This is an optimization exercise on Yosys and OpenROAD, whose aim is small area, a short achievable clock period and few clock cycles, not a production implementation.
At most, simulation tests tie the RTL to the original design; equivalence was not proved.
No activity file was given, so power comes from the tool's default toggle rates.

==> module cpu_design, before the edit <==
module cpu_design (reset, clock, write_read, M_address, M_data_in, M_data_out, overflow, status);
input reset, clock;
input [7:0] M_data_in;
output write_read, overflow;
output [7:0] M_data_out;
output [11:0] M_address;
output [2:0] status;
reg [11:0] MAR, PC;
reg [7:0] IR;
reg [7:0] R0, R1, R2, R3;
reg ovf;
reg st_e, st_tj, st_tr, st_tw, st_h;
wire [3:0] op = IR[7:4];
wire [1:0] rd_i = IR[3:2];
wire [1:0] rs_i = IR[1:0];
wire op_ld   = op == 4'd1;
wire op_add  = op == 4'd3;
wire op_sub  = op == 4'd4;
wire op_swap = op == 4'd10;
wire op_jmp  = op == 4'd11;
wire op_jz   = op == 4'd12;
wire op_rd   = op == 4'd13;
wire op_wr   = op == 4'd14;
wire op_stop = op == 4'd15;
wire op_two  = op_jmp | op_jz | op_rd | op_wr;
wire op_alu  = (op >= 4'd2) && (op <= 4'd10);
reg [7:0] rd, rs;
always @(*) begin
	case (rd_i)
		2'd0: rd = R0;
		2'd1: rd = R1;
		2'd2: rd = R2;
		default: rd = R3;
	endcase
	case (rs_i)
		2'd0: rs = R0;
		2'd1: rs = R1;
		2'd2: rs = R2;
		default: rs = R3;
	endcase
end
wire [7:0] bb = rs ^ {8{op_sub}};
wire [8:0] lo_c = {1'b0, rd[6:0], 1'b1} + {1'b0, bb[6:0], op_sub};
wire c7 = lo_c[8];
wire [7:0] sum = {rd[7] ^ bb[7] ^ c7, lo_c[7:1]};
wire ovf_f = op_sub ^ (c7 ? ~(rd[7] & bb[7]) : (rd[7] | bb[7]));
reg [3:0] lut;
always @(*) begin
	case (op)
		4'd5: lut = 4'b1000;
		4'd6: lut = 4'b1110;
		4'd7: lut = 4'b0110;
		default: lut = 4'b1010;   
	endcase
end
wire sel_sum = op_add | op_sub;
wire sel_shr = op == 4'd8;
wire sel_shl = op == 4'd9;
reg [7:0] res;
integer bi;
always @(*) begin
	for (bi = 0; bi < 8; bi = bi + 1)
		res[bi] = lut[{rd[bi], rs[bi]}];
	if (sel_shr) res = {1'b0, rd[7:1]};
	if (sel_shl) res = {rd[6:0], 1'b0};
	if (sel_sum) res = sum[7:0];
end
wire r0z = (R0 == 8'd0);
wire st_b = ~(st_e | st_tj | st_tr | st_tw | st_h);
wire e_two = st_e & op_two;
wire go_t = e_two & ~(op_jz & ~r0z);
wire fetch = st_b | (st_e & ~op_two & ~op_stop) | st_tj;
wire wr0 = st_tr | st_e & (op_ld | op_alu & (rd_i == 2'd0) | op_swap & (rs_i == 2'd0));
wire r0_nz_next = ~wr0 & ~r0z
	| st_e & op_ld & (|IR[3:0])
	| st_e & (op == 4'd8) & (rd_i == 2'd0) & (|R0[7:1])
	| st_e & (op == 4'd9) & (rd_i == 2'd0) & (|R0[6:0]);
wire skip = fetch & r0_nz_next & (M_data_in[7:4] == 4'd12);
wire [10:0] mar_hi_inc = MAR[11:1] + 11'd1;
wire [11:0] mar_inc = {MAR[0] ? mar_hi_inc : MAR[11:1], ~MAR[0]};
wire [11:0] mar_next = {(MAR[0] | skip) ? mar_hi_inc : MAR[11:1], MAR[0] ^ ~skip};
assign M_address = MAR;
assign M_data_out = R0;
assign write_read = st_tw;
assign overflow = ovf;
assign status = {1'b0, st_tw, st_tw | st_h};
wire wr_alu = st_e & op_alu;
wire wr_sw  = st_e & op_swap;
wire [7:0] delta = rd ^ res;
wire [3:0] upd = {4{wr_alu}} & (4'b0001 << rd_i) | {4{wr_sw}} & (4'b0001 << rs_i);
always @(posedge clock or negedge reset) begin
	if (!reset) begin
		MAR <= 12'd0;
		st_e <= 1'b0;
		st_tj <= 1'b0;
		st_tr <= 1'b0;
		st_tw <= 1'b0;
		st_h <= 1'b0;
		ovf <= 1'b0;
		R0 <= 8'd0;
		R1 <= 8'd0;
		R2 <= 8'd0;
		R3 <= 8'd0;
	end else begin
		if (go_t)
			MAR <= {IR[3:0], M_data_in};
		else if (st_tr | st_tw)
			MAR <= PC;
		else
			MAR <= mar_next;
		st_e <= fetch & ~skip;
		st_tj <= go_t & (op_jmp | op_jz);
		st_tr <= go_t & op_rd;
		st_tw <= go_t & op_wr;
		if (st_e & op_stop)
			st_h <= 1'b1;
		if (st_e & (op_add | op_sub))
			ovf <= ovf_f;
		if (st_tr) R0 <= M_data_in;
		else if (st_e & op_ld) R0 <= {4'd0, IR[3:0]};
		else R0 <= R0 ^ delta & {8{upd[0]}};
		R1 <= R1 ^ delta & {8{upd[1]}};
		R2 <= R2 ^ delta & {8{upd[2]}};
		R3 <= R3 ^ delta & {8{upd[3]}};
	end
end
always @(posedge clock) begin
	IR <= M_data_in;
	PC <= mar_inc;   
end
endmodule
Settings: LEC_CHECK=0, ABC_AREA=1, CAP_MARGIN=20, CORE_MARGIN=2, CORE_UTILIZATION=65, CTS_BUF_LIST=sky130_fd_sc_hd__clkbuf_8, CTS_CLUSTER_SIZE=30, SETUP_SLACK_MARGIN=5, SLEW_MARGIN=20; clock period 8.0 ns.
standard.sh (not shown) runs the stock make flow with config.mk's settings and CLKGATE_MAP_FILE= SYNTH_SCRIPT=/design/flow/synth_recipe.tcl, a recipe that flattens the netlist after the stock synthesis.
==> flow/flow/run.sh <==
#!/bin/bash
set -euo pipefail
here=$(cd "$(dirname "$0")" && pwd)
source "$here/params.sh"
args=(SETUP_SLACK_MARGIN=$MARGIN "BUFFER_PORTS_ARGS=-buffer_cell $PORT_BUF")
if [[ -n "${CTS_ARGS:-}" ]]; then args+=("CTS_ARGS=$CTS_ARGS"); fi
if [[ -n "${EXTRA:-}" ]]; then args+=($EXTRA); fi
bash standard.sh "${args[@]}" finish > make.log 2>&1
==> flow/flow/params.sh <==
MARGIN=4.8
PORT_BUF=sky130_fd_sc_hd__buf_1
CTS_ARGS="-sink_clustering_enable -repair_clock_nets -sink_clustering_size 30 -buf_list sky130_fd_sc_hd__clkbuf_8 -dont_use_dummy_load"
EXTRA="REMOVE_ABC_BUFFERS=1"
Rerun with:
--- a/flow/design.v
+++ b/flow/design.v
@@ -87,6 +87,4 @@
 wire wr_alu = st_e & op_alu;
 wire wr_sw  = st_e & op_swap;
-wire [7:0] delta = rd ^ res;
-wire [3:0] upd = {4{wr_alu}} & (4'b0001 << rd_i) | {4{wr_sw}} & (4'b0001 << rs_i);
 always @(posedge clock or negedge reset) begin
 	if (!reset) begin
@@ -119,8 +117,12 @@
 		if (st_tr) R0 <= M_data_in;
 		else if (st_e & op_ld) R0 <= {4'd0, IR[3:0]};
-		else R0 <= R0 ^ delta & {8{upd[0]}};
-		R1 <= R1 ^ delta & {8{upd[1]}};
-		R2 <= R2 ^ delta & {8{upd[2]}};
-		R3 <= R3 ^ delta & {8{upd[3]}};
+		else if (wr_alu & (rd_i == 2'd0)) R0 <= res;
+		else if (wr_sw & (rs_i == 2'd0)) R0 <= rd;
+		if (wr_alu & (rd_i == 2'd1)) R1 <= res;
+		else if (wr_sw & (rs_i == 2'd1)) R1 <= rd;
+		if (wr_alu & (rd_i == 2'd2)) R2 <= res;
+		else if (wr_sw & (rs_i == 2'd2)) R2 <= rd;
+		if (wr_alu & (rd_i == 2'd3)) R3 <= res;
+		else if (wr_sw & (rs_i == 2'd3)) R3 <= rd;
 	end
 end
Design area hardly moves.
Via count increases by about 2.2%.
Wire length increases by 0.56%.
Worst hold slack improves by 0.020 ns.
Sequential share of layout area barely changes.
Count of clock-buffer cells in the layout stays the same.
Critical path depth decreases by 3.
Setup slack improves by 0.090 ns.
Power decreases by 4.4%.
First-iteration DRC count increases by about 60%.
Global-route usage increases by 1.2 points.
Flip-flop and latch count is unchanged.
Testbench counts after the change, summed over its fixed seeds: cycles 245,097.
For the first run of this note, only the layout was checked, not whether the RTL still works.


The RTL this note starts from:
==> flow/design.v <==
module cpu_design (reset, clock, write_read, M_address, M_data_in, M_data_out, overflow, status);
input reset, clock;
input [7:0] M_data_in;
output write_read, overflow;
output [7:0] M_data_out;
output [11:0] M_address;
output [2:0] status;
reg [11:0] MAR, PC;
reg [7:0] IR;
reg [7:0] R0, R1, R2, R3;
reg ovf;
reg st_e, st_tj, st_tr, st_tw, st_h;
wire [3:0] op = IR[7:4];
wire [1:0] rd_i = IR[3:2];
wire [1:0] rs_i = IR[1:0];
wire op_ld   = op == 4'd1;
wire op_add  = op == 4'd3;
wire op_sub  = op == 4'd4;
wire op_swap = op == 4'd10;
wire op_jmp  = op == 4'd11;
wire op_jz   = op == 4'd12;
wire op_rd   = op == 4'd13;
wire op_wr   = op == 4'd14;
wire op_stop = op == 4'd15;
wire op_two  = op_jmp | op_jz | op_rd | op_wr;
wire op_alu  = (op >= 4'd2) && (op <= 4'd10);
reg [7:0] rd, rs;
always @(*) begin
	case (rd_i)
		2'd0: rd = R0;
		2'd1: rd = R1;
		2'd2: rd = R2;
		default: rd = R3;
	endcase
	case (rs_i)
		2'd0: rs = R0;
		2'd1: rs = R1;
		2'd2: rs = R2;
		default: rs = R3;
	endcase
end
wire [7:0] bb = rs ^ {8{op_sub}};
wire [8:0] lo_c = {1'b0, rd[6:0], 1'b1} + {1'b0, bb[6:0], op_sub};
wire c7 = lo_c[8];
wire [7:0] sum = {rd[7] ^ bb[7] ^ c7, lo_c[7:1]};
wire ovf_f = op_sub ^ (c7 ? ~(rd[7] & bb[7]) : (rd[7] | bb[7]));
reg [3:0] lut;
always @(*) begin
	case (op)
		4'd5: lut = 4'b1000;
		4'd6: lut = 4'b1110;
		4'd7: lut = 4'b0110;
		default: lut = 4'b1010;   
	endcase
end
wire sel_sum = op_add | op_sub;
wire sel_shr = op == 4'd8;
wire sel_shl = op == 4'd9;
reg [7:0] res;
integer bi;
always @(*) begin
	for (bi = 0; bi < 8; bi = bi + 1)
		res[bi] = lut[{rd[bi], rs[bi]}];
	if (sel_shr) res = {1'b0, rd[7:1]};
	if (sel_shl) res = {rd[6:0], 1'b0};
	if (sel_sum) res = sum[7:0];
end
wire r0z = (R0 == 8'd0);
wire st_b = ~(st_e | st_tj | st_tr | st_tw | st_h);
wire e_two = st_e & op_two;
wire go_t = e_two & ~(op_jz & ~r0z);
wire fetch = st_b | (st_e & ~op_two & ~op_stop) | st_tj;
wire wr0 = st_tr | st_e & (op_ld | op_alu & (rd_i == 2'd0) | op_swap & (rs_i == 2'd0));
wire r0_nz_next = ~wr0 & ~r0z
	| st_e & op_ld & (|IR[3:0])
	| st_e & (op == 4'd8) & (rd_i == 2'd0) & (|R0[7:1])
	| st_e & (op == 4'd9) & (rd_i == 2'd0) & (|R0[6:0]);
wire skip = fetch & r0_nz_next & (M_data_in[7:4] == 4'd12);
wire [10:0] mar_hi_inc = MAR[11:1] + 11'd1;
wire [11:0] mar_inc = {MAR[0] ? mar_hi_inc : MAR[11:1], ~MAR[0]};
wire [11:0] mar_next = {(MAR[0] | skip) ? mar_hi_inc : MAR[11:1], MAR[0] ^ ~skip};
assign M_address = MAR;
assign M_data_out = R0;
assign write_read = st_tw;
assign overflow = ovf;
assign status = {1'b0, st_tw, st_tw | st_h};
wire wr_alu = st_e & op_alu;
wire wr_sw  = st_e & op_swap;
always @(posedge clock or negedge reset) begin
	if (!reset) begin
		MAR <= 12'd0;
		st_e <= 1'b0;
		st_tj <= 1'b0;
		st_tr <= 1'b0;
		st_tw <= 1'b0;
		st_h <= 1'b0;
		ovf <= 1'b0;
		R0 <= 8'd0;
		R1 <= 8'd0;
		R2 <= 8'd0;
		R3 <= 8'd0;
	end else begin
		if (go_t)
			MAR <= {IR[3:0], M_data_in};
		else if (st_tr | st_tw)
			MAR <= PC;
		else
			MAR <= mar_next;
		st_e <= fetch & ~skip;
		st_tj <= go_t & (op_jmp | op_jz);
		st_tr <= go_t & op_rd;
		st_tw <= go_t & op_wr;
		if (st_e & op_stop)
			st_h <= 1'b1;
		if (st_e & (op_add | op_sub))
			ovf <= ovf_f;
		if (st_tr) R0 <= M_data_in;
		else if (st_e & op_ld) R0 <= {4'd0, IR[3:0]};
		else if (wr_alu & (rd_i == 2'd0)) R0 <= res;
		else if (wr_sw & (rs_i == 2'd0)) R0 <= rd;
		if (wr_alu & (rd_i == 2'd1)) R1 <= res;
		else if (wr_sw & (rs_i == 2'd1)) R1 <= rd;
		if (wr_alu & (rd_i == 2'd2)) R2 <= res;
		else if (wr_sw & (rs_i == 2'd2)) R2 <= rd;
		if (wr_alu & (rd_i == 2'd3)) R3 <= res;
		else if (wr_sw & (rs_i == 2'd3)) R3 <= rd;
	end
end
always @(posedge clock) begin
	IR <= M_data_in;
	PC <= mar_inc;   
end
endmodule
clock: 8.0 ns
lec_check: 0
abc_area: 1
cap_margin: 20
core_margin: 2
core_utilization: 65
cts_buf_list: sky130_fd_sc_hd__clkbuf_8
cts_cluster_size: 30
setup_slack_margin: 5
slew_margin: 20
==> flow/flow/run.sh <==
#!/bin/bash
set -euo pipefail
here=$(cd "$(dirname "$0")" && pwd)
source "$here/params.sh"
args=(SETUP_SLACK_MARGIN=$MARGIN "BUFFER_PORTS_ARGS=-buffer_cell $PORT_BUF")
if [[ -n "${CTS_ARGS:-}" ]]; then args+=("CTS_ARGS=$CTS_ARGS"); fi
bash standard.sh "${args[@]}" finish > make.log 2>&1
==> flow/flow/params.sh <==
MARGIN=5
PORT_BUF=sky130_fd_sc_hd__buf_1
CTS_ARGS="-sink_clustering_enable -repair_clock_nets -sink_clustering_size 30 -buf_list sky130_fd_sc_hd__clkbuf_8 -dont_use_dummy_load"
Testbench counts at the start, summed over its fixed seeds: cycles 245,097.
Change:
--- a/flow/design.v
+++ b/flow/design.v
@@ -73,15 +73,15 @@
 wire wr0 = st_tr | st_e & (op_ld | op_alu & (rd_i == 2'd0) | op_swap & (rs_i == 2'd0));
 wire r0_nz_next = ~wr0 & ~r0z
 	| st_e & op_ld & (|IR[3:0])
 	| st_e & (op == 4'd8) & (rd_i == 2'd0) & (|R0[7:1])
 	| st_e & (op == 4'd9) & (rd_i == 2'd0) & (|R0[6:0]);
 wire skip = fetch & r0_nz_next & (M_data_in[7:4] == 4'd12);
-wire [10:0] mar_hi_inc = MAR[11:1] + 11'd1;
-wire [11:0] mar_inc = {MAR[0] ? mar_hi_inc : MAR[11:1], ~MAR[0]};
-wire [11:0] mar_next = {(MAR[0] | skip) ? mar_hi_inc : MAR[11:1], MAR[0] ^ ~skip};
+wire [11:0] base = (st_tr | st_tw) ? PC : MAR;
+wire [10:0] base_hi_inc = base[11:1] + 11'd1;
+wire [11:0] seq_next = {(base[0] | skip) ? base_hi_inc : base[11:1], base[0] ^ ~skip};
 assign M_address = MAR;
 assign M_data_out = R0;
 assign write_read = st_tw;
 assign overflow = ovf;
 assign status = {1'b0, st_tw, st_tw | st_h};
 wire wr_alu = st_e & op_alu;
@@ -99,16 +99,14 @@
 		R1 <= 8'd0;
 		R2 <= 8'd0;
 		R3 <= 8'd0;
 	end else begin
 		if (go_t)
 			MAR <= {IR[3:0], M_data_in};
-		else if (st_tr | st_tw)
-			MAR <= PC;
 		else
-			MAR <= mar_next;
+			MAR <= seq_next;
 		st_e <= fetch & ~skip;
 		st_tj <= go_t & (op_jmp | op_jz);
 		st_tr <= go_t & op_rd;
 		st_tw <= go_t & op_wr;
 		if (st_e & op_stop)
 			st_h <= 1'b1;
@@ -125,9 +123,9 @@
 		if (wr_alu & (rd_i == 2'd3)) R3 <= res;
 		else if (wr_sw & (rs_i == 2'd3)) R3 <= rd;
 	end
 end
 always @(posedge clock) begin
 	IR <= M_data_in;
-	PC <= mar_inc;   
+	PC <= MAR;   
 end
 endmodule
What happened:
- maximum frequency is lower by 13%
- clock skew increases by 0.0051 ns
- wire length is higher by 23%
- total power rose by 5.9%
- hold slack is worse by 0.10 ns
- core utilization is higher by 4.5 points
- sequential share of layout area shrinks by 1.0 points
- final area climbs by 3.8%
- cell count stays flat
- synthesized area decreases by 4.8%
- worst setup slack got worse by 0.45 ns
- die area came out lower by 4.6%
Only the layout flow was run in the second run of this note; the RTL was not checked for function there.


cpu_design, a different RTL version from the one above (not shown whole).
Size: about 70 flip-flops, roughly 35 I/O pins, about 5000 sq um of cells after synthesis.
==> module cpu_design, before the edit <==
module cpu_design (reset, clock, write_read, M_address, M_data_in, M_data_out, overflow, status);
input reset, clock;
input [7:0] M_data_in;
output write_read, overflow;
output [7:0] M_data_out;
output [11:0] M_address;
output [2:0] status;
reg [11:0] MAR, PC;
reg [7:0] IR;
reg [7:0] R0, R1, R2, R3;
reg ovf;
reg st_e, st_tj, st_tr, st_tw, st_h;
wire [3:0] op = IR[7:4];
wire [1:0] rd_i = IR[3:2];
wire [1:0] rs_i = IR[1:0];
wire op_ld   = op == 4'd1;
wire op_add  = op == 4'd3;
wire op_sub  = op == 4'd4;
wire op_swap = op == 4'd10;
wire op_jmp  = op == 4'd11;
wire op_jz   = op == 4'd12;
wire op_rd   = op == 4'd13;
wire op_wr   = op == 4'd14;
wire op_stop = op == 4'd15;
wire op_two  = op_jmp | op_jz | op_rd | op_wr;
wire op_alu  = (op >= 4'd2) && (op <= 4'd10);
reg [7:0] rd, rs;
always @(*) begin
	case (rd_i)
		2'd0: rd = R0;
		2'd1: rd = R1;
		2'd2: rd = R2;
		default: rd = R3;
	endcase
	case (rs_i)
		2'd0: rs = R0;
		2'd1: rs = R1;
		2'd2: rs = R2;
		default: rs = R3;
	endcase
end
wire [9:0] sum_c = {1'b0, rd, 1'b1} + {1'b0, rs ^ {8{op_sub}}, op_sub};
wire [8:0] sum = sum_c[9:1];
wire f8 = sum[8] ^ op_sub;
wire f7 = sum[7];
reg [3:0] lut;
always @(*) begin
	case (op)
		4'd5: lut = 4'b1000;
		4'd6: lut = 4'b1110;
		4'd7: lut = 4'b0110;
		default: lut = 4'b1010;   
	endcase
end
wire sel_sum = op_add | op_sub;
wire sel_shr = op == 4'd8;
wire sel_shl = op == 4'd9;
reg [7:0] res;
integer bi;
always @(*) begin
	for (bi = 0; bi < 8; bi = bi + 1)
		res[bi] = lut[{rd[bi], rs[bi]}];
	if (sel_shr) res = {1'b0, rd[7:1]};
	if (sel_shl) res = {rd[6:0], 1'b0};
	if (sel_sum) res = sum[7:0];
end
wire r0z = (R0 == 8'd0);
wire st_b = ~(st_e | st_tj | st_tr | st_tw | st_h);
wire e_two = st_e & op_two;
wire go_t = e_two & ~(op_jz & ~r0z);
wire fetch = st_b | (st_e & ~op_two & ~op_stop) | st_tj;
wire wr0 = st_tr | st_e & (op_ld | op_alu & (rd_i == 2'd0) | op_swap & (rs_i == 2'd0));
wire r0_nz_next = ~wr0 & ~r0z
	| st_e & op_ld & (|IR[3:0])
	| st_e & (op == 4'd8) & (rd_i == 2'd0) & (|R0[7:1])
	| st_e & (op == 4'd9) & (rd_i == 2'd0) & (|R0[6:0]);
wire skip = fetch & r0_nz_next & (M_data_in[7:4] == 4'd12);
wire [10:0] mar_hi_inc = MAR[11:1] + 11'd1;
wire [11:0] mar_inc = {MAR[0] ? mar_hi_inc : MAR[11:1], ~MAR[0]};
wire [11:0] mar_next = {(MAR[0] | skip) ? mar_hi_inc : MAR[11:1], MAR[0] ^ ~skip};
assign M_address = MAR;
assign M_data_out = R0;
assign write_read = st_tw;
assign overflow = ovf;
assign status = {1'b0, st_tw, st_tw | st_h};
wire wr_alu = st_e & op_alu;
wire wr_sw  = st_e & op_swap;
always @(posedge clock or negedge reset) begin
	if (!reset) begin
		MAR <= 12'd0;
		st_e <= 1'b0;
		st_tj <= 1'b0;
		st_tr <= 1'b0;
		st_tw <= 1'b0;
		st_h <= 1'b0;
		ovf <= 1'b0;
		R0 <= 8'd0;
		R1 <= 8'd0;
		R2 <= 8'd0;
		R3 <= 8'd0;
	end else begin
		if (go_t)
			MAR <= {IR[3:0], M_data_in};
		else if (st_tr | st_tw)
			MAR <= PC;
		else
			MAR <= mar_next;
		st_e <= fetch & ~skip;
		st_tj <= go_t & (op_jmp | op_jz);
		st_tr <= go_t & op_rd;
		st_tw <= go_t & op_wr;
		if (st_e & op_stop)
			st_h <= 1'b1;
		if (st_e & (op_add | op_sub))
			ovf <= f8 ^ f7;
		if (st_tr) R0 <= M_data_in;
		else if (st_e & op_ld) R0 <= {4'd0, IR[3:0]};
		else if (wr_alu & (rd_i == 2'd0)) R0 <= res;
		else if (wr_sw & (rs_i == 2'd0)) R0 <= rd;
		if (wr_alu & (rd_i == 2'd1)) R1 <= res;
		else if (wr_sw & (rs_i == 2'd1)) R1 <= rd;
		if (wr_alu & (rd_i == 2'd2)) R2 <= res;
		else if (wr_sw & (rs_i == 2'd2)) R2 <= rd;
		if (wr_alu & (rd_i == 2'd3)) R3 <= res;
		else if (wr_sw & (rs_i == 2'd3)) R3 <= rd;
	end
end
always @(posedge clock) begin
	IR <= M_data_in;
	PC <= mar_inc;   
end
endmodule
clock: 8.0 ns
lec_check: 0
cap_margin: 20
core_margin: 2
core_utilization: 65
cts_buf_list: sky130_fd_sc_hd__clkbuf_8
cts_cluster_size: 30
setup_slack_margin: 5
slew_margin: 20
Scripts as last shown in full above: flow/flow/run.sh, flow/flow/params.sh
Testbench counts at the start, summed over its fixed seeds: cycles 245,097.
Rerun with:
--- a/flow/design.v
+++ b/flow/design.v
@@ -73,13 +73,13 @@
 wire r0_nz_next = ~wr0 & ~r0z
 	| st_e & op_ld & (|IR[3:0])
 	| st_e & (op == 4'd8) & (rd_i == 2'd0) & (|R0[7:1])
 	| st_e & (op == 4'd9) & (rd_i == 2'd0) & (|R0[6:0]);
 wire skip = fetch & r0_nz_next & (M_data_in[7:4] == 4'd12);
-wire [10:0] mar_hi_inc = MAR[11:1] + 11'd1;
-wire [11:0] mar_inc = {MAR[0] ? mar_hi_inc : MAR[11:1], ~MAR[0]};
-wire [11:0] mar_next = {(MAR[0] | skip) ? mar_hi_inc : MAR[11:1], MAR[0] ^ ~skip};
+wire [11:0] base = (st_tr | st_tw) ? PC : MAR;
+wire [10:0] base_hi_inc = base[11:1] + 11'd1;
+wire [11:0] seq_next = {(base[0] | skip) ? base_hi_inc : base[11:1], base[0] ^ ~skip};
 assign M_address = MAR;
 assign M_data_out = R0;
 assign write_read = st_tw;
 assign overflow = ovf;
 assign status = {1'b0, st_tw, st_tw | st_h};
@@ -99,14 +99,12 @@
 		R2 <= 8'd0;
 		R3 <= 8'd0;
 	end else begin
 		if (go_t)
 			MAR <= {IR[3:0], M_data_in};
-		else if (st_tr | st_tw)
-			MAR <= PC;
 		else
-			MAR <= mar_next;
+			MAR <= seq_next;
 		st_e <= fetch & ~skip;
 		st_tj <= go_t & (op_jmp | op_jz);
 		st_tr <= go_t & op_rd;
 		st_tw <= go_t & op_wr;
 		if (st_e & op_stop)
@@ -125,8 +123,8 @@
 		else if (wr_sw & (rs_i == 2'd3)) R3 <= rd;
 	end
 end
 always @(posedge clock) begin
 	IR <= M_data_in;
-	PC <= mar_inc;   
+	PC <= MAR;   
 end
 endmodule
Result: Sequential power came out lower by 6.7%; design area increases by 3.5%; non-clock buffer count increases by 25; first-iteration DRC count drops by 33%; clock skew came out higher by 0.0045 ns.
For the second run of this note, only the layout was checked, not whether the RTL still works.

-- afterwards: timing with drivers on the ports --
How much do the figures lean on ideal ports? The routed layouts below were timed once more, with nothing changed but the port constraints.
Step 1: set_driving_cell puts a clkbuf_16 on clock and a buf_2 on each other input, an assumption about the parent block.
Step 2 times the ports against the registers' clock, not the clock port: input delays grow and output delays shrink by t, the midpoint of the rising clock arrivals with the driver on.
Slacks: ideal / step 1 / step 2; pairs: ideal / step 1.
| run | shift t [ns] | setup slack, ns | hold slack, ns | slew at the worst register clock pin (ns) |
|---|---|---|---|---|
| the first run of note 1 | 0.374 | 4.957 / 4.957 / 4.698 | 0.489 / 0.489 / 0.489 | 0.08 / 0.08 |
| the second run of note 1 | 0.373 | 5.046 / 5.046 / 4.796 | 0.509 / 0.509 / 0.509 | 0.08 / 0.08 |
| the first run of note 2 | 0.371 | 5.072 / 5.072 / 4.938 | 0.502 / 0.502 / 0.502 | 0.08 / 0.08 |
| the second run of note 2 | 0.374 | 4.627 / 4.600 / 4.225 | 0.399 / 0.399 / 0.399 | 0.09 / 0.09 |
| the first run of note 3 | 0.391 | 4.943 / 4.943 / 4.654 | 0.461 / 0.461 / 0.461 | 0.09 / 0.09 |
| the second run of note 3 | 0.372 | 4.904 / 4.904 / 4.573 | 0.397 / 0.397 / 0.397 | 0.08 / 0.08 |
After both steps every run listed still meets setup and hold. For the second run of note 2, which loses most, drivers alone change the setup slack by -0.027 ns; drivers and shift together by -0.402 ns.
